Context: an optimization exercise on an open-source flow, tuned for small area. The choices shown serve that exercise and are no tape-out recipe.
Only simulation tests tie the RTL to the original design; equivalence was not proved.
Power and IR drop assume default switching activity.

==> inputs of run K <==
==> flow/design.v <==
module background_collision (clk, rst, R_bg, G_bg, B_bg, ancora_bg_X, ancora_sp_X, ancora_bg_Y, ancora_sp_Y,
                        max_R_top, max_G_top, max_B_top, min_R_top, min_G_top, min_B_top, avg_R_top, avg_G_top, avg_B_top,
                        max_R_bottom, max_G_bottom, max_B_bottom, min_R_bottom, min_G_bottom, min_B_bottom, avg_R_bottom, avg_G_bottom, avg_B_bottom,
                        max_R_right, max_G_right, max_B_right, min_R_right, min_G_right, min_B_right, avg_R_right, avg_G_right, avg_B_right,
                        max_R_left, max_G_left, max_B_left, min_R_left, min_G_left, min_B_left, avg_R_left, avg_G_left, avg_B_left
                        );
    input wire clk, rst;
    input wire [7:0] R_bg, G_bg, B_bg;
    input wire [9:0] ancora_bg_X, ancora_sp_X, ancora_bg_Y, ancora_sp_Y;
    output wire [7:0] max_R_top, max_G_top, max_B_top, min_R_top, min_G_top, min_B_top, avg_R_top, avg_G_top, avg_B_top;
    output wire [7:0] max_R_bottom, max_G_bottom, max_B_bottom, min_R_bottom, min_G_bottom, min_B_bottom, avg_R_bottom, avg_G_bottom, avg_B_bottom;
    output wire [7:0] max_R_right, max_G_right, max_B_right, min_R_right, min_G_right, min_B_right, avg_R_right, avg_G_right, avg_B_right;
    output wire [7:0] max_R_left, max_G_left, max_B_left, min_R_left, min_G_left, min_B_left, avg_R_left, avg_G_left, avg_B_left;
    wire [10:0] dX, dY;
    wire [10:0] bX, bY;
    assign bX[0] = 1'b1;
    assign bY[0] = 1'b1;
    genvar b;
    generate
        for (b = 0; b < 10; b = b + 1) begin : sub
            assign dX[b] = ancora_bg_X[b] ^ ~ancora_sp_X[b] ^ bX[b];
            assign bX[b+1] = (ancora_bg_X[b] & ~ancora_sp_X[b]) | (bX[b] & (ancora_bg_X[b] ^ ~ancora_sp_X[b]));
            assign dY[b] = ancora_bg_Y[b] ^ ~ancora_sp_Y[b] ^ bY[b];
            assign bY[b+1] = (ancora_bg_Y[b] & ~ancora_sp_Y[b]) | (bY[b] & (ancora_bg_Y[b] ^ ~ancora_sp_Y[b]));
        end
    endgenerate
    assign dX[10] = ~bX[10];
    assign dY[10] = ~bY[10];
    wire inXY = ~dX[10] & ~|dX[9:4] & ~dY[10] & ~|dY[9:4];
    wire x0 = dX[3:0] == 4'd0;
    wire x15 = &dX[3:0];
    wire y0 = dY[3:0] == 4'd0;
    wire y15 = &dY[3:0];
    wire hit = inXY & (x0 | x15 | y0 | y15);
    wire [1:0] reg_idx = x0 ? 2'd0 : x15 ? 2'd1 : y15 ? 2'd2 : 2'd3;
    reg rd, hd;
    reg [1:0] idx;
    reg [23:0] cd;
    always @(posedge clk) begin
        rd  <= rst;
        hd  <= hit;
        idx <= reg_idx;
        cd  <= {B_bg, G_bg, R_bg};
    end
    reg [143:0] S;
    reg [95:0]  MX;
    reg [95:0]  AV;
    genvar r, c;
    generate
        for (c = 0; c < 3; c = c + 1) begin : ch
            wire [7:0]  col  = cd[8*c +: 8];
            reg  [11:0] selS;
            reg  [7:0]  selM;
            always @* begin
                case (idx)
                    2'd0: begin selS = S[12*c +: 12];     selM = MX[8*c +: 8];     end
                    2'd1: begin selS = S[12*(3+c) +: 12]; selM = MX[8*(3+c) +: 8]; end
                    2'd2: begin selS = S[12*(6+c) +: 12]; selM = MX[8*(6+c) +: 8]; end
                    default: begin selS = S[12*(9+c) +: 12]; selM = MX[8*(9+c) +: 8]; end
                endcase
            end
            wire [11:0] nsum;
            wire [12:0] cy;
            wire [8:0]  gc;
            assign cy[0] = 1'b0;
            assign gc[0] = 1'b0;
            for (b = 0; b < 12; b = b + 1) begin : add
                wire cb = (b < 8) ? col[b] : 1'b0;
                assign nsum[b] = selS[b] ^ cb ^ cy[b];
                assign cy[b+1] = (selS[b] & cb) | (cy[b] & (selS[b] ^ cb));
            end
            for (b = 0; b < 8; b = b + 1) begin : cmp
                assign gc[b+1] = (col[b] & ~selM[b]) | (gc[b] & ~(col[b] ^ selM[b]));
            end
            wire gt = gc[8];
            for (r = 0; r < 4; r = r + 1) begin : rg
                wire x  = hd & (idx == r);
                wire xm = x & gt;
                wire [11:0] wS = {12{ x & ~rd}};
                wire [11:0] hS = {12{~x & ~rd}};
                wire [7:0]  wM = {8{ xm & ~rd}};
                wire [7:0]  hM = {8{~xm & ~rd}};
                always @(posedge clk) begin
                    S[12*(3*r + c) +: 12] <= (wS & nsum) | (hS & S[12*(3*r + c) +: 12]);
                    AV[8*(3*r + c) +: 8]  <= (wS[7:0] & selS[11:4]) | (hS[7:0] & AV[8*(3*r + c) +: 8]);
                    MX[8*(3*r + c) +: 8]  <= (wM & col) | (hM & MX[8*(3*r + c) +: 8]);
                end
            end
        end
    endgenerate
    assign {max_B_top, max_G_top, max_R_top}          = MX[23:0];
    assign {max_B_bottom, max_G_bottom, max_R_bottom} = MX[47:24];
    assign {max_B_right, max_G_right, max_R_right}    = MX[71:48];
    assign {max_B_left, max_G_left, max_R_left}       = MX[95:72];
    assign {avg_B_top, avg_G_top, avg_R_top}          = AV[23:0];
    assign {avg_B_bottom, avg_G_bottom, avg_R_bottom} = AV[47:24];
    assign {avg_B_right, avg_G_right, avg_R_right}    = AV[71:48];
    assign {avg_B_left, avg_G_left, avg_R_left}       = AV[95:72];
    assign {min_B_top, min_G_top, min_R_top}          = 24'd0;
    assign {min_B_bottom, min_G_bottom, min_R_bottom} = 24'd0;
    assign {min_B_right, min_G_right, min_R_right}    = 24'd0;
    assign {min_B_left, min_G_left, min_R_left}       = 24'd0;
endmodule
module merge (stopMerge, R_bg, G_bg, B_bg, R_sp, G_sp, B_sp, R_outRegA, G_outRegA, B_outRegA, R_outRegB, G_outRegB, B_outRegB, posX_bg, posY_bg, posX_sp, posY_sp, reset, clk, readVgaSelector,max_R_top, max_G_top, max_B_top, min_R_top, min_G_top, min_B_top, avg_R_top, avg_G_top, avg_B_top,
                        max_R_bottom, max_G_bottom, max_B_bottom, min_R_bottom, min_G_bottom, min_B_bottom, avg_R_bottom, avg_G_bottom, avg_B_bottom,
                        max_R_right, max_G_right, max_B_right, min_R_right, min_G_right, min_B_right, avg_R_right, avg_G_right, avg_B_right,
                        max_R_left, max_G_left, max_B_left, min_R_left, min_G_left, min_B_left, avg_R_left, avg_G_left, avg_B_left);
    input wire clk, reset, readVgaSelector;
    input wire [7:0] R_bg, G_bg, B_bg, R_sp, G_sp, B_sp;
    input wire [9:0] posX_bg, posY_bg, posX_sp, posY_sp;
    output reg [127:0] R_outRegA, G_outRegA, B_outRegA, R_outRegB, G_outRegB, B_outRegB;
    output wire [7:0] max_R_top, max_G_top, max_B_top, min_R_top, min_G_top, min_B_top, avg_R_top, avg_G_top, avg_B_top,
                        max_R_bottom, max_G_bottom, max_B_bottom, min_R_bottom, min_G_bottom, min_B_bottom, avg_R_bottom, avg_G_bottom, avg_B_bottom,
                        max_R_right, max_G_right, max_B_right, min_R_right, min_G_right, min_B_right, avg_R_right, avg_G_right, avg_B_right,
                        max_R_left, max_G_left, max_B_left, min_R_left, min_G_left, min_B_left, avg_R_left, avg_G_left, avg_B_left;
    output stopMerge;
    reg [5:0] cnt;
    wire iniciarMerge = cnt[5] & cnt[0];
    reg [9:0] ancX, ancY;
    always @(posedge clk) begin
        if (reset) begin
            cnt  <= 6'd0;
            ancX <= 10'd0;
            ancY <= 10'd0;
        end else begin
            if (!iniciarMerge)
                cnt <= cnt + 6'd1;
            if (cnt == 6'd0) begin
                ancX <= posX_sp;
                ancY <= posY_sp;
            end
        end
    end
    reg [3:0] contadorA, contadorB;
    reg full_A, full_B;
    assign stopMerge = readVgaSelector ? full_A : full_B;
    wire goA = iniciarMerge &  readVgaSelector & ~full_A;
    wire goB = iniciarMerge & ~readVgaSelector & ~full_B;
    wire trans = (R_sp == 8'h17) & (G_sp == 8'h17) & (B_sp == 8'h17);
    wire [23:0] pix  = trans ? {B_bg, G_bg, R_bg} : {B_sp, G_sp, R_sp};
    always @(posedge clk) begin
        if (reset) begin
            contadorA <= 4'd0;
            contadorB <= 4'd0;
            full_A <= 1'b0;
            full_B <= 1'b0;
        end else if (iniciarMerge) begin
            contadorA <= (readVgaSelector && contadorA != 4'd15) ? contadorA + 4'd1 : 4'd0;
            contadorB <= (!readVgaSelector && contadorB != 4'd15) ? contadorB + 4'd1 : 4'd0;
            if (goA) begin
                full_B <= 1'b0;
                if (contadorA == 4'd15) full_A <= 1'b1;
            end else if (goB) begin
                full_A <= 1'b0;
                if (contadorA == 4'd15) full_B <= 1'b1;
            end
        end
    end
    genvar i;
    generate
        for (i = 0; i < 16; i = i + 1) begin : slot
            wire xA = goA & (contadorA == i);
            wire xB = goB & (contadorB == i);
            wire [23:0] wA = {24{ xA & ~reset}};
            wire [23:0] hA = {24{~xA & ~reset}};
            wire [23:0] wB = {24{ xB & ~reset}};
            wire [23:0] hB = {24{~xB & ~reset}};
            always @(posedge clk) begin
                {B_outRegA[8*i +: 8], G_outRegA[8*i +: 8], R_outRegA[8*i +: 8]} <=
                    (wA & pix) | (hA & {B_outRegA[8*i +: 8], G_outRegA[8*i +: 8], R_outRegA[8*i +: 8]});
                {B_outRegB[8*i +: 8], G_outRegB[8*i +: 8], R_outRegB[8*i +: 8]} <=
                    (wB & pix) | (hB & {B_outRegB[8*i +: 8], G_outRegB[8*i +: 8], R_outRegB[8*i +: 8]});
            end
        end
    endgenerate
    background_collision sprite01 (
        .clk(clk), .rst(reset),
        .R_bg(R_bg), .G_bg(G_bg), .B_bg(B_bg),
        .ancora_bg_X(posX_bg), .ancora_bg_Y(posY_bg),
        .ancora_sp_X(ancX), .ancora_sp_Y(ancY),
        .max_R_top(max_R_top), .max_G_top(max_G_top), .max_B_top(max_B_top),
        .min_R_top(min_R_top), .min_G_top(min_G_top), .min_B_top(min_B_top),
        .avg_R_top(avg_R_top), .avg_G_top(avg_G_top), .avg_B_top(avg_B_top),
        .max_R_bottom(max_R_bottom), .max_G_bottom(max_G_bottom), .max_B_bottom(max_B_bottom),
        .min_R_bottom(min_R_bottom), .min_G_bottom(min_G_bottom), .min_B_bottom(min_B_bottom),
        .avg_R_bottom(avg_R_bottom), .avg_G_bottom(avg_G_bottom), .avg_B_bottom(avg_B_bottom),
        .max_R_right(max_R_right), .max_G_right(max_G_right), .max_B_right(max_B_right),
        .min_R_right(min_R_right), .min_G_right(min_G_right), .min_B_right(min_B_right),
        .avg_R_right(avg_R_right), .avg_G_right(avg_G_right), .avg_B_right(avg_B_right),
        .max_R_left(max_R_left), .max_G_left(max_G_left), .max_B_left(max_B_left),
        .min_R_left(min_R_left), .min_G_left(min_G_left), .min_B_left(min_B_left),
        .avg_R_left(avg_R_left), .avg_G_left(avg_G_left), .avg_B_left(avg_B_left)
    );
endmodule
==> flow/flow/run.sh <==
#!/bin/bash
# Standard ORFS layout; the port buffers are the smallest buffer cell, the
# clock tree uses small clock buffers and no dummy loads.
set -euo pipefail
bash standard.sh \
  "BUFFER_PORTS_ARGS=-buffer_cell sky130_fd_sc_hd__buf_1" \
  "CTS_ARGS=-sink_clustering_enable -repair_clock_nets -buf_list {sky130_fd_sc_hd__clkbuf_4} -dont_use_dummy_load -sink_clustering_size 9 -sink_clustering_max_diameter 35" \
  finish > standard_make.log 2>&1
==> flow/standard.sh <==
#!/bin/bash
# synth_recipe.tcl (not shown) runs the flow's synth.tcl, then flattens the netlist and writes it again
# the make line also repeats each setting of config.mk as NAME=value (left out here)
make -C /OpenROAD-flow-scripts/flow DESIGN_CONFIG=/design/flow/config.mk WORK_HOME=/design/flow/orfs CLKGATE_MAP_FILE= SYNTH_SCRIPT=/design/flow/synth_recipe.tcl "${@:-finish}"
==> flow/config.mk <==
export PLATFORM = sky130hd
export DESIGN_NAME = merge
export DESIGN_NICKNAME = merge
export VERILOG_FILES = /design/flow/design.v
export SDC_FILE = /design/flow/constraint.sdc
export NUM_CORES = 4
export LEC_CHECK = 0
export CAP_MARGIN = 20
export CORE_MARGIN = 2
export CORE_UTILIZATION = 40
export SLEW_MARGIN = 20
==> flow/constraint.sdc <==
create_clock -name core_clock -period 10.0 [get_ports {clk}]
set_input_delay 2.0000 -clock core_clock [delete_from_list [all_inputs] [get_ports {clk}]]
set_output_delay 2.0000 -clock core_clock [all_outputs]
set_load 0.01 [all_outputs]
==> inputs of run D, as changes to run K <==
==> flow/design.v, changed modules only <==
module background_collision (clk, rst, R_bg, G_bg, B_bg, ancora_bg_X, ancora_sp_X, ancora_bg_Y, ancora_sp_Y,
                        max_R_top, max_G_top, max_B_top, min_R_top, min_G_top, min_B_top, avg_R_top, avg_G_top, avg_B_top,
                        max_R_bottom, max_G_bottom, max_B_bottom, min_R_bottom, min_G_bottom, min_B_bottom, avg_R_bottom, avg_G_bottom, avg_B_bottom,
                        max_R_right, max_G_right, max_B_right, min_R_right, min_G_right, min_B_right, avg_R_right, avg_G_right, avg_B_right,
                        max_R_left, max_G_left, max_B_left, min_R_left, min_G_left, min_B_left, avg_R_left, avg_G_left, avg_B_left
                        );
    input wire clk, rst;
    input wire [7:0] R_bg, G_bg, B_bg;
    input wire [9:0] ancora_bg_X, ancora_sp_X, ancora_bg_Y, ancora_sp_Y;
    output wire [7:0] max_R_top, max_G_top, max_B_top, min_R_top, min_G_top, min_B_top, avg_R_top, avg_G_top, avg_B_top;
    output wire [7:0] max_R_bottom, max_G_bottom, max_B_bottom, min_R_bottom, min_G_bottom, min_B_bottom, avg_R_bottom, avg_G_bottom, avg_B_bottom;
    output wire [7:0] max_R_right, max_G_right, max_B_right, min_R_right, min_G_right, min_B_right, avg_R_right, avg_G_right, avg_B_right;
    output wire [7:0] max_R_left, max_G_left, max_B_left, min_R_left, min_G_left, min_B_left, avg_R_left, avg_G_left, avg_B_left;
    wire [10:0] dX = {1'b0, ancora_bg_X} - {1'b0, ancora_sp_X};
    wire [10:0] dY = {1'b0, ancora_bg_Y} - {1'b0, ancora_sp_Y};
    wire inXY = ~dX[10] & ~|dX[9:4] & ~dY[10] & ~|dY[9:4];
    wire x0 = dX[3:0] == 4'd0;
    wire x15 = &dX[3:0];
    wire y0 = dY[3:0] == 4'd0;
    wire y15 = &dY[3:0];
    wire hit = inXY & (x0 | x15 | y0 | y15);
    wire [1:0] reg_idx = x0 ? 2'd0 : x15 ? 2'd1 : y15 ? 2'd2 : 2'd3;
    reg rd, hd;
    reg [1:0] idx;
    reg [23:0] cd;
    always @(posedge clk) begin
        rd  <= rst;
        hd  <= hit;
        idx <= reg_idx;
        cd  <= {B_bg, G_bg, R_bg};
    end
    reg [143:0] S;
    reg [95:0]  MX;
    reg [95:0]  AV;
    genvar r, c;
    generate
        for (c = 0; c < 3; c = c + 1) begin : ch
            wire [7:0]  col  = cd[8*c +: 8];
            reg  [11:0] selS;
            reg  [7:0]  selM;
            always @* begin
                case (idx)
                    2'd0: begin selS = S[12*c +: 12];     selM = MX[8*c +: 8];     end
                    2'd1: begin selS = S[12*(3+c) +: 12]; selM = MX[8*(3+c) +: 8]; end
                    2'd2: begin selS = S[12*(6+c) +: 12]; selM = MX[8*(6+c) +: 8]; end
                    default: begin selS = S[12*(9+c) +: 12]; selM = MX[8*(9+c) +: 8]; end
                endcase
            end
            wire [11:0] nsum = selS + {4'd0, col};
            wire gt = col > selM;
            wire [11:0] wsum = rd ? 12'd0 : nsum;
            wire [7:0]  wavg = rd ? 8'd0 : selS[11:4];
            wire [7:0]  wcol = rd ? 8'd0 : col;
            for (r = 0; r < 4; r = r + 1) begin : rg
                wire upd = rd | (hd & (idx == r));
                always @(posedge clk) begin
                    if (upd) begin
                        S[12*(3*r + c) +: 12] <= wsum;
                        AV[8*(3*r + c) +: 8] <= wavg;
                    end
                    if (upd & (rd | gt))
                        MX[8*(3*r + c) +: 8] <= wcol;
                end
            end
        end
    endgenerate
    assign {max_B_top, max_G_top, max_R_top}          = MX[23:0];
    assign {max_B_bottom, max_G_bottom, max_R_bottom} = MX[47:24];
    assign {max_B_right, max_G_right, max_R_right}    = MX[71:48];
    assign {max_B_left, max_G_left, max_R_left}       = MX[95:72];
    assign {avg_B_top, avg_G_top, avg_R_top}          = AV[23:0];
    assign {avg_B_bottom, avg_G_bottom, avg_R_bottom} = AV[47:24];
    assign {avg_B_right, avg_G_right, avg_R_right}    = AV[71:48];
    assign {avg_B_left, avg_G_left, avg_R_left}       = AV[95:72];
    assign {min_B_top, min_G_top, min_R_top}          = 24'd0;
    assign {min_B_bottom, min_G_bottom, min_R_bottom} = 24'd0;
    assign {min_B_right, min_G_right, min_R_right}    = 24'd0;
    assign {min_B_left, min_G_left, min_R_left}       = 24'd0;
endmodule
module merge (stopMerge, R_bg, G_bg, B_bg, R_sp, G_sp, B_sp, R_outRegA, G_outRegA, B_outRegA, R_outRegB, G_outRegB, B_outRegB, posX_bg, posY_bg, posX_sp, posY_sp, reset, clk, readVgaSelector,max_R_top, max_G_top, max_B_top, min_R_top, min_G_top, min_B_top, avg_R_top, avg_G_top, avg_B_top,
                        max_R_bottom, max_G_bottom, max_B_bottom, min_R_bottom, min_G_bottom, min_B_bottom, avg_R_bottom, avg_G_bottom, avg_B_bottom,
                        max_R_right, max_G_right, max_B_right, min_R_right, min_G_right, min_B_right, avg_R_right, avg_G_right, avg_B_right,
                        max_R_left, max_G_left, max_B_left, min_R_left, min_G_left, min_B_left, avg_R_left, avg_G_left, avg_B_left);
    input wire clk, reset, readVgaSelector;
    input wire [7:0] R_bg, G_bg, B_bg, R_sp, G_sp, B_sp;
    input wire [9:0] posX_bg, posY_bg, posX_sp, posY_sp;
    output reg [127:0] R_outRegA, G_outRegA, B_outRegA, R_outRegB, G_outRegB, B_outRegB;
    output wire [7:0] max_R_top, max_G_top, max_B_top, min_R_top, min_G_top, min_B_top, avg_R_top, avg_G_top, avg_B_top,
                        max_R_bottom, max_G_bottom, max_B_bottom, min_R_bottom, min_G_bottom, min_B_bottom, avg_R_bottom, avg_G_bottom, avg_B_bottom,
                        max_R_right, max_G_right, max_B_right, min_R_right, min_G_right, min_B_right, avg_R_right, avg_G_right, avg_B_right,
                        max_R_left, max_G_left, max_B_left, min_R_left, min_G_left, min_B_left, avg_R_left, avg_G_left, avg_B_left;
    output stopMerge;
    reg [5:0] cnt;
    wire iniciarMerge = cnt[5] & cnt[0];
    reg [9:0] ancX, ancY;
    always @(posedge clk) begin
        if (reset) begin
            cnt  <= 6'd0;
            ancX <= 10'd0;
            ancY <= 10'd0;
        end else begin
            if (!iniciarMerge)
                cnt <= cnt + 6'd1;
            if (cnt == 6'd0) begin
                ancX <= posX_sp;
                ancY <= posY_sp;
            end
        end
    end
    reg [3:0] contadorA, contadorB;
    reg full_A, full_B;
    assign stopMerge = readVgaSelector ? full_A : full_B;
    wire goA = iniciarMerge &  readVgaSelector & ~full_A;
    wire goB = iniciarMerge & ~readVgaSelector & ~full_B;
    wire trans = (R_sp == 8'h17) & (G_sp == 8'h17) & (B_sp == 8'h17);
    wire [23:0] pix  = trans ? {B_bg, G_bg, R_bg} : {B_sp, G_sp, R_sp};
    wire [23:0] wpix = reset ? 24'd0 : pix;
    always @(posedge clk) begin
        if (reset) begin
            contadorA <= 4'd0;
            contadorB <= 4'd0;
            full_A <= 1'b0;
            full_B <= 1'b0;
        end else if (iniciarMerge) begin
            contadorA <= (readVgaSelector && contadorA != 4'd15) ? contadorA + 4'd1 : 4'd0;
            contadorB <= (!readVgaSelector && contadorB != 4'd15) ? contadorB + 4'd1 : 4'd0;
            if (goA) begin
                full_B <= 1'b0;
                if (contadorA == 4'd15) full_A <= 1'b1;
            end else if (goB) begin
                full_A <= 1'b0;
                if (contadorA == 4'd15) full_B <= 1'b1;
            end
        end
    end
    genvar i;
    generate
        for (i = 0; i < 16; i = i + 1) begin : slot
            wire weA = reset | (goA & (contadorA == i));
            wire weB = reset | (goB & (contadorB == i));
            always @(posedge clk) begin
                if (weA) begin
                    R_outRegA[8*i +: 8] <= wpix[7:0];
                    G_outRegA[8*i +: 8] <= wpix[15:8];
                    B_outRegA[8*i +: 8] <= wpix[23:16];
                end
                if (weB) begin
                    R_outRegB[8*i +: 8] <= wpix[7:0];
                    G_outRegB[8*i +: 8] <= wpix[15:8];
                    B_outRegB[8*i +: 8] <= wpix[23:16];
                end
            end
        end
    endgenerate
    background_collision sprite01 (
        .clk(clk), .rst(reset),
        .R_bg(R_bg), .G_bg(G_bg), .B_bg(B_bg),
        .ancora_bg_X(posX_bg), .ancora_bg_Y(posY_bg),
        .ancora_sp_X(ancX), .ancora_sp_Y(ancY),
        .max_R_top(max_R_top), .max_G_top(max_G_top), .max_B_top(max_B_top),
        .min_R_top(min_R_top), .min_G_top(min_G_top), .min_B_top(min_B_top),
        .avg_R_top(avg_R_top), .avg_G_top(avg_G_top), .avg_B_top(avg_B_top),
        .max_R_bottom(max_R_bottom), .max_G_bottom(max_G_bottom), .max_B_bottom(max_B_bottom),
        .min_R_bottom(min_R_bottom), .min_G_bottom(min_G_bottom), .min_B_bottom(min_B_bottom),
        .avg_R_bottom(avg_R_bottom), .avg_G_bottom(avg_G_bottom), .avg_B_bottom(avg_B_bottom),
        .max_R_right(max_R_right), .max_G_right(max_G_right), .max_B_right(max_B_right),
        .min_R_right(min_R_right), .min_G_right(min_G_right), .min_B_right(min_B_right),
        .avg_R_right(avg_R_right), .avg_G_right(avg_G_right), .avg_B_right(avg_B_right),
        .max_R_left(max_R_left), .max_G_left(max_G_left), .max_B_left(max_B_left),
        .min_R_left(min_R_left), .min_G_left(min_G_left), .min_B_left(min_B_left),
        .avg_R_left(avg_R_left), .avg_G_left(avg_G_left), .avg_B_left(avg_B_left)
    );
endmodule
==> flow/run.sh (new file) <==
#!/bin/bash
# synth_recipe.tcl (not shown) runs the flow's synth.tcl, then flattens the netlist and writes it again
# the make line also repeats each setting of config.mk as NAME=value (left out here)
make -C /OpenROAD-flow-scripts/flow DESIGN_CONFIG=/design/flow/config.mk WORK_HOME=/design/flow/orfs CLKGATE_MAP_FILE= SYNTH_SCRIPT=/design/flow/synth_recipe.tcl finish
removed: flow/flow/run.sh
removed: flow/standard.sh
==> summary.txt <==
Yosys
  • Dominant synthesized flop cell: dfxtp_1
  • Netlist cell types: 57

Setup path
  • Most used cell, CP: fa_1
  • R2r setup slk: 3.95 ns
  • R2R depth: 15
  • WP data required: roughly 11 ns

Detailed routing
  • DR top layer: met5

Die
  • Starting Density: 0.402

Pwr
  • P_clk: 2.41 mW
  • Clock share of power: 0.318

Outcome
  • Status: finished clean
the above is filed under run K

==> summary.txt <==
Setup path
  • R2R depth: 10
  • R2r setup slk: around 5.8 ns
  • WP data required: 8.00 ns

Yosys
  • Avg Cell Area, Syn: between 15 and 20 um^2
  • Netlist cell types: 60

Detailed routing
  • DR top layer: met4

Outcome
  • Status: finished clean

Pwr
  • P_clk: 4.34 mW
  • Clock share of power: 0.334

STA
  • Setup Skew: 0.0424 ns
the above is filed under run D

## what the ideal ports hide
The results above use ideal ports. As a check the final layouts listed here were re-extracted and re-timed, cells and wires unchanged.
Step 1: set_driving_cell puts a clkbuf_16 on clk and a buf_2 on each other input, an assumption about the parent block.
Step 2 times the ports against the registers' clock, not the clock port: input delays grow and output delays shrink by t, the midpoint of the rising clock arrivals with the driver on.
Slacks: no drivers / after step 1 / after step 2; pairs: no drivers / after step 1.
| run | shift t [ns] | setup WS [ns] | clock arrival spread, ns |
|---|---|---|---|
| run K | 1.127 | 3.952 / 3.952 / 3.242 | 0.156 / 0.156 |
| run D | 0.774 | 4.421 / 4.378 / 4.378 | 0.048 / 0.048 |
After both steps every run listed still meets setup and hold. For run K, which loses most, drivers alone change the setup slack by 0.000 ns; drivers and shift together by -0.710 ns.
